From an optimization exercise on the open Yosys and OpenROAD flow, aimed at small area; shortcuts taken in it are not production practice. The RTL was checked by simulation tests, not by an equivalence proof against the original design. No activity file was given, so power comes from the tool's default toggle rates.

== run A ==
// Maze
module Maze(clk, rst, sw, BtnC, BtnU, BtnD, BtnL, BtnR, seg, an, vga_r, vga_g, vga_b, vga_h_sync, vga_v_sync);
clock: 11.0 ns
lec_check: 0
abc_area: 1
cap_margin: 20
core_margin: 2
core_utilization: 45
cts_buf_list: sky130_fd_sc_hd__clkbuf_4 sky130_fd_sc_hd__clkbuf_8
slew_margin: 20
standard.sh (not shown) runs the stock make flow with config.mk's settings and CLKGATE_MAP_FILE= SYNTH_SCRIPT=/design/flow/synth_recipe.tcl, a recipe that flattens the netlist after the stock synthesis.
==> flow/flow/run.sh <==
#!/bin/bash
# Own flow: the standard layout (standard.sh), with these changes:
#  - after the standard synthesis (run unchanged), the combinational cells of its netlist
#    are mapped again by ABC with area-only scripts (flow/remap.tcl, flow/remap_*.abc);
#    every flip-flop instance stays as the standard synthesis made it (name, cell, nets),
#    which flow/fixq.py checks, and Yosys proves the new netlist equivalent to the
#    standard one (flow/equiv.tcl); the smallest mapping that passes both is used, and
#    the standard netlist if none does;
#  - the port buffers are sky130_fd_sc_hd__buf_1 (BUFFER_PORTS_ARGS) instead of the
#    cell buffer_ports picks by itself;
#  - clock tree synthesis inserts no dummy loads (CTS_ARGS: the standard arguments,
#    with the CTS_BUF_LIST of config.mk, plus -dont_use_dummy_load).
# Logs: std_synth.log, remap_*_yosys.log, remap_*_fixq.log, remap_*_equiv_yosys.log and
# flow_make.log here;
# each ORFS step also logs under orfs/logs/.
set -euo pipefail
W=$(pwd)
R="$W/orfs/results/$FLOW_PLATFORM/Maze/base"
L="$W/orfs/logs/$FLOW_PLATFORM/Maze/base"
YOSYS=/OpenROAD-flow-scripts/tools/install/yosys/bin/yosys
[[ -x $YOSYS ]] || YOSYS=yosys
export BUFFER_PORTS_ARGS="-buffer_cell sky130_fd_sc_hd__buf_1"
export CTS_ARGS="-sink_clustering_enable -repair_clock_nets -buf_list {sky130_fd_sc_hd__clkbuf_4 sky130_fd_sc_hd__clkbuf_8} -dont_use_dummy_load"

# 1. the standard synthesis
bash "$W/standard.sh" "$R/1_2_yosys.v" > "$W/std_synth.log" 2>&1
cp "$R/1_2_yosys.v" "$W/1_2_yosys_standard.v"

# 2. area-only remapping of the combinational cells: each script flow/remap_*.abc maps the
#    logic once; the smallest result that keeps the flip-flops and proves equivalent is used
export REMAP_LIB="$FLOW_HOME/platforms/$FLOW_PLATFORM/lib/sky130_fd_sc_hd__tt_025C_1v80.lib"
export REMAP_IN="$W/1_2_yosys_standard.v"
export REMAP_TOP="$FLOW_TOP"
export REMAP_DONT_USE="$(grep -o -- '-dont_use [^ ]*' "$L/1_2_yosys.log" | awk '{print $2}' | sort -u | tr '\n' ' ')"
export REMAP_SEQ="$(grep -oE 'sky130_fd_sc_hd__[a-z0-9_]+' "$W/1_2_yosys_standard.v" | sort -u | grep -E '__(e?df|dl|sdf)' | tr '\n' ' ')"
: > "$W/remap_areas.txt"
for s in "$W"/flow/remap_*.abc; do
  n=$(basename "$s" .abc)
  if REMAP_SCRIPT="$s" REMAP_OUT="$W/$n.v" "$YOSYS" -c "$W/flow/remap.tcl" > "$W/${n}_yosys.log" 2>&1; then
    a=$(awk '/Chip area/ {print $NF}' "$W/$n.v.stat")
    if [[ -n $a ]]; then echo "$a $n" >> "$W/remap_areas.txt"; fi
  fi
done
use_remap=none
for n in $(sort -n "$W/remap_areas.txt" | awk '{print $2}'); do
  if python3 "$W/flow/fixq.py" "$W/1_2_yosys_standard.v" "$W/$n.v" "$W/${n}_fixed.v" > "$W/${n}_fixq.log" 2>&1 &&
     EQ_GOLD="$W/1_2_yosys_standard.v" EQ_GATE="$W/${n}_fixed.v" "$YOSYS" -c "$W/flow/equiv.tcl" > "$W/${n}_equiv_yosys.log" 2>&1; then
    use_remap=$n
    cp "$W/${n}_fixed.v" "$R/1_2_yosys.v"
    break
  fi
done
echo "use_remap=$use_remap" > "$W/remap_used.txt"

# 3. the rest of the standard layout
bash "$W/standard.sh" > "$W/flow_make.log" 2>&1
==> flow/flow/equiv.tcl <==
# yosys -c equiv.tcl : proves the remapped netlist equivalent to the standard one
# (flip-flops paired by name); ends with an error if it cannot.
set lib $::env(REMAP_LIB)
yosys read_liberty -ignore_miss_func $lib
yosys read_verilog $::env(EQ_GOLD)
yosys rename $::env(REMAP_TOP) gold
yosys read_verilog $::env(EQ_GATE)
yosys rename $::env(REMAP_TOP) gate
yosys hierarchy -check
yosys flatten gold gate
yosys opt_clean
yosys equiv_make gold gate eq
yosys hierarchy -top eq
yosys equiv_simple -undef
yosys equiv_induct -undef
yosys equiv_status -assert
==> flow/flow/remap.tcl <==
# yosys -c remap.tcl : re-maps the combinational cells of a mapped netlist with an area-only
# ABC script, keeping every flip-flop instance (name and cell) as it is.
set lib $::env(REMAP_LIB)
set in $::env(REMAP_IN)
set out $::env(REMAP_OUT)
set script $::env(REMAP_SCRIPT)
set dont_use $::env(REMAP_DONT_USE)
yosys read_liberty -ignore_miss_func $lib
yosys read_verilog -defer $in
yosys hierarchy -top $::env(REMAP_TOP)
# keep the sequential cells (those whose liberty model holds a flip-flop or latch)
foreach m [split $::env(REMAP_SEQ) " "] {
  if {$m ne ""} { yosys setattr -mod -set keep_hierarchy 1 $m }
}
yosys flatten
yosys rename -hide w:*.*
yosys opt_clean -purge
set du {}
foreach c $dont_use { lappend du -dont_use $c }
yosys abc -script $script -liberty $lib {*}$du
yosys splitnets
yosys opt_clean -purge
yosys hilomap -singleton -hicell sky130_fd_sc_hd__conb_1 HI -locell sky130_fd_sc_hd__conb_1 LO
yosys insbuf -buf sky130_fd_sc_hd__buf_4 A X
yosys opt_clean -purge
yosys select -module $::env(REMAP_TOP)
yosys tee -o $out.stat stat -liberty $lib
yosys write_verilog -noattr -noexpr -nohex -nodec -selected $out
==> flow/flow/remap_amap.abc <==
strash
dch -f
amap
topo
dnsize -c
==> flow/flow/remap_map.abc <==
strash
dch -f
map -a
topo
dnsize -c
==> flow/flow/remap_nf.abc <==
strash
&get -n
&dch -f
&nf -a -R 1000
&put
dnsize -c
Other scripts of this flow, unchanged in this note and not shown: flow/flow/fixq.py
Input changes introduced in run B (baseline for comparison: run A):
==> flow/flow/remap_ds.abc (new file) <==
strash
&get -n
&deepsyn -S 1 -T 300
&put
dch -f
amap
topo
dnsize -c
- Number of ordinary and repair buffers in the finished layout, run B and run A, higher one = run A.
- Every stage of the flow completed for run B, and the final layout passed the timing, design-rule and antenna checks.
- ~same share of total power in the clock network in run B and run A
- Compared with run A, in run B maximum number of pins on one net before global-route repair now larger; first-pass GRT wire length fell by 5.3%; power saw a decrease; final period demand of the worst path higher; setup slack down 0.21 ns.
- Cell count went down by a few percent going from run A to run B.
- Layout overhead on the synthesized area for run B is lower than for run A.
Changes in run C relative to run B:
diff --git a/flow/flow/run.sh b/flow/flow/run.sh
--- a/flow/flow/run.sh
+++ b/flow/flow/run.sh
@@ -4 +4 @@
-#    are mapped again by ABC with area-only scripts (flow/remap.tcl, flow/remap_*.abc);
+#    are mapped again by ABC with an area-only script (flow/remap.tcl, flow/remap.abc);
@@ -7,2 +7 @@
-#    standard one (flow/equiv.tcl); the smallest mapping that passes both is used, and
-#    the standard netlist if none does;
+#    standard one (flow/equiv.tcl); if either check fails the standard netlist is used;
@@ -13,2 +12 @@
-# Logs: std_synth.log, remap_*_yosys.log, remap_*_fixq.log, remap_*_equiv_yosys.log and
-# flow_make.log here;
+# Logs: std_synth.log, remap_yosys.log, fixq.log, equiv_yosys.log and flow_make.log here;
@@ -29,2 +27 @@
-# 2. area-only remapping of the combinational cells: each script flow/remap_*.abc maps the
-#    logic once; the smallest result that keeps the flip-flops and proves equivalent is used
+# 2. area-only remapping of the combinational cells
@@ -32,0 +30,2 @@
+export REMAP_OUT="$W/1_2_yosys_remap.v"
+export REMAP_SCRIPT="$W/flow/remap.abc"
@@ -36,17 +35,6 @@
-: > "$W/remap_areas.txt"
-for s in "$W"/flow/remap_*.abc; do
-  n=$(basename "$s" .abc)
-  if REMAP_SCRIPT="$s" REMAP_OUT="$W/$n.v" "$YOSYS" -c "$W/flow/remap.tcl" > "$W/${n}_yosys.log" 2>&1; then
-    a=$(awk '/Chip area/ {print $NF}' "$W/$n.v.stat")
-    if [[ -n $a ]]; then echo "$a $n" >> "$W/remap_areas.txt"; fi
-  fi
-done
-use_remap=none
-for n in $(sort -n "$W/remap_areas.txt" | awk '{print $2}'); do
-  if python3 "$W/flow/fixq.py" "$W/1_2_yosys_standard.v" "$W/$n.v" "$W/${n}_fixed.v" > "$W/${n}_fixq.log" 2>&1 &&
-     EQ_GOLD="$W/1_2_yosys_standard.v" EQ_GATE="$W/${n}_fixed.v" "$YOSYS" -c "$W/flow/equiv.tcl" > "$W/${n}_equiv_yosys.log" 2>&1; then
-    use_remap=$n
-    cp "$W/${n}_fixed.v" "$R/1_2_yosys.v"
-    break
-  fi
-done
+use_remap=0
+if "$YOSYS" -c "$W/flow/remap.tcl" > "$W/remap_yosys.log" 2>&1 &&
+   python3 "$W/flow/fixq.py" "$W/1_2_yosys_standard.v" "$W/1_2_yosys_remap.v" "$W/1_2_yosys_fixed.v" > "$W/fixq.log" 2>&1 &&
+   EQ_GOLD="$W/1_2_yosys_standard.v" EQ_GATE="$W/1_2_yosys_fixed.v" "$YOSYS" -c "$W/flow/equiv.tcl" > "$W/equiv_yosys.log" 2>&1; then
+  use_remap=1
+fi
@@ -53,0 +42,3 @@
+if [[ $use_remap == 1 ]]; then
+  cp "$W/1_2_yosys_fixed.v" "$R/1_2_yosys.v"
+fi
==> flow/flow/remap.abc (new file) <==
strash
dch -f
map -a
topo
dnsize -c
removed: flow/flow/remap_amap.abc
removed: flow/flow/remap_ds.abc
removed: flow/flow/remap_map.abc
removed: flow/flow/remap_nf.abc
==> comparison <==
- Cmp run C and run B / critical path arrival / lower: run C
- Run B has a lower power than run C.
- Run C reports a lower first-pass detailed-route iteration total than run B does.

afterwards: timing with drivers on the ports:
How much do the figures lean on ideal ports? The routed layouts below were timed once more, with nothing changed but the port constraints. Step 1 sets driving cells, clkbuf_16 on the clock port and buf_2 on the other inputs (assumed; they add their load-dependent delay and slew). Step 2 also shifts input and output timing later by t, the mid clock arrival at the registers, as if the neighbouring blocks saw the same clock. Three values: ideal ports, drivers, drivers and shift; two values: the first two.
run	t, ns	setup slack, ns	worst hold slack (ns)	worst setup path after step 2	worst slew at a driven data input, ns
run A	0.469	0.929 / 0.948 / 0.479	0.423 / 0.423 / 0.423	input to register	0.04
run B	0.471	0.721 / 0.742 / 0.271	0.420 / 0.420 / 0.420	input to register	0.03
run C	0.475	1.079 / 1.098 / 0.623	0.421 / 0.421 / 0.421	input to register	0.04
After both steps setup and hold are still met in every run listed. For run C, which loses most, drivers alone change the setup slack by +0.019 ns; drivers and shift together by -0.456 ns.
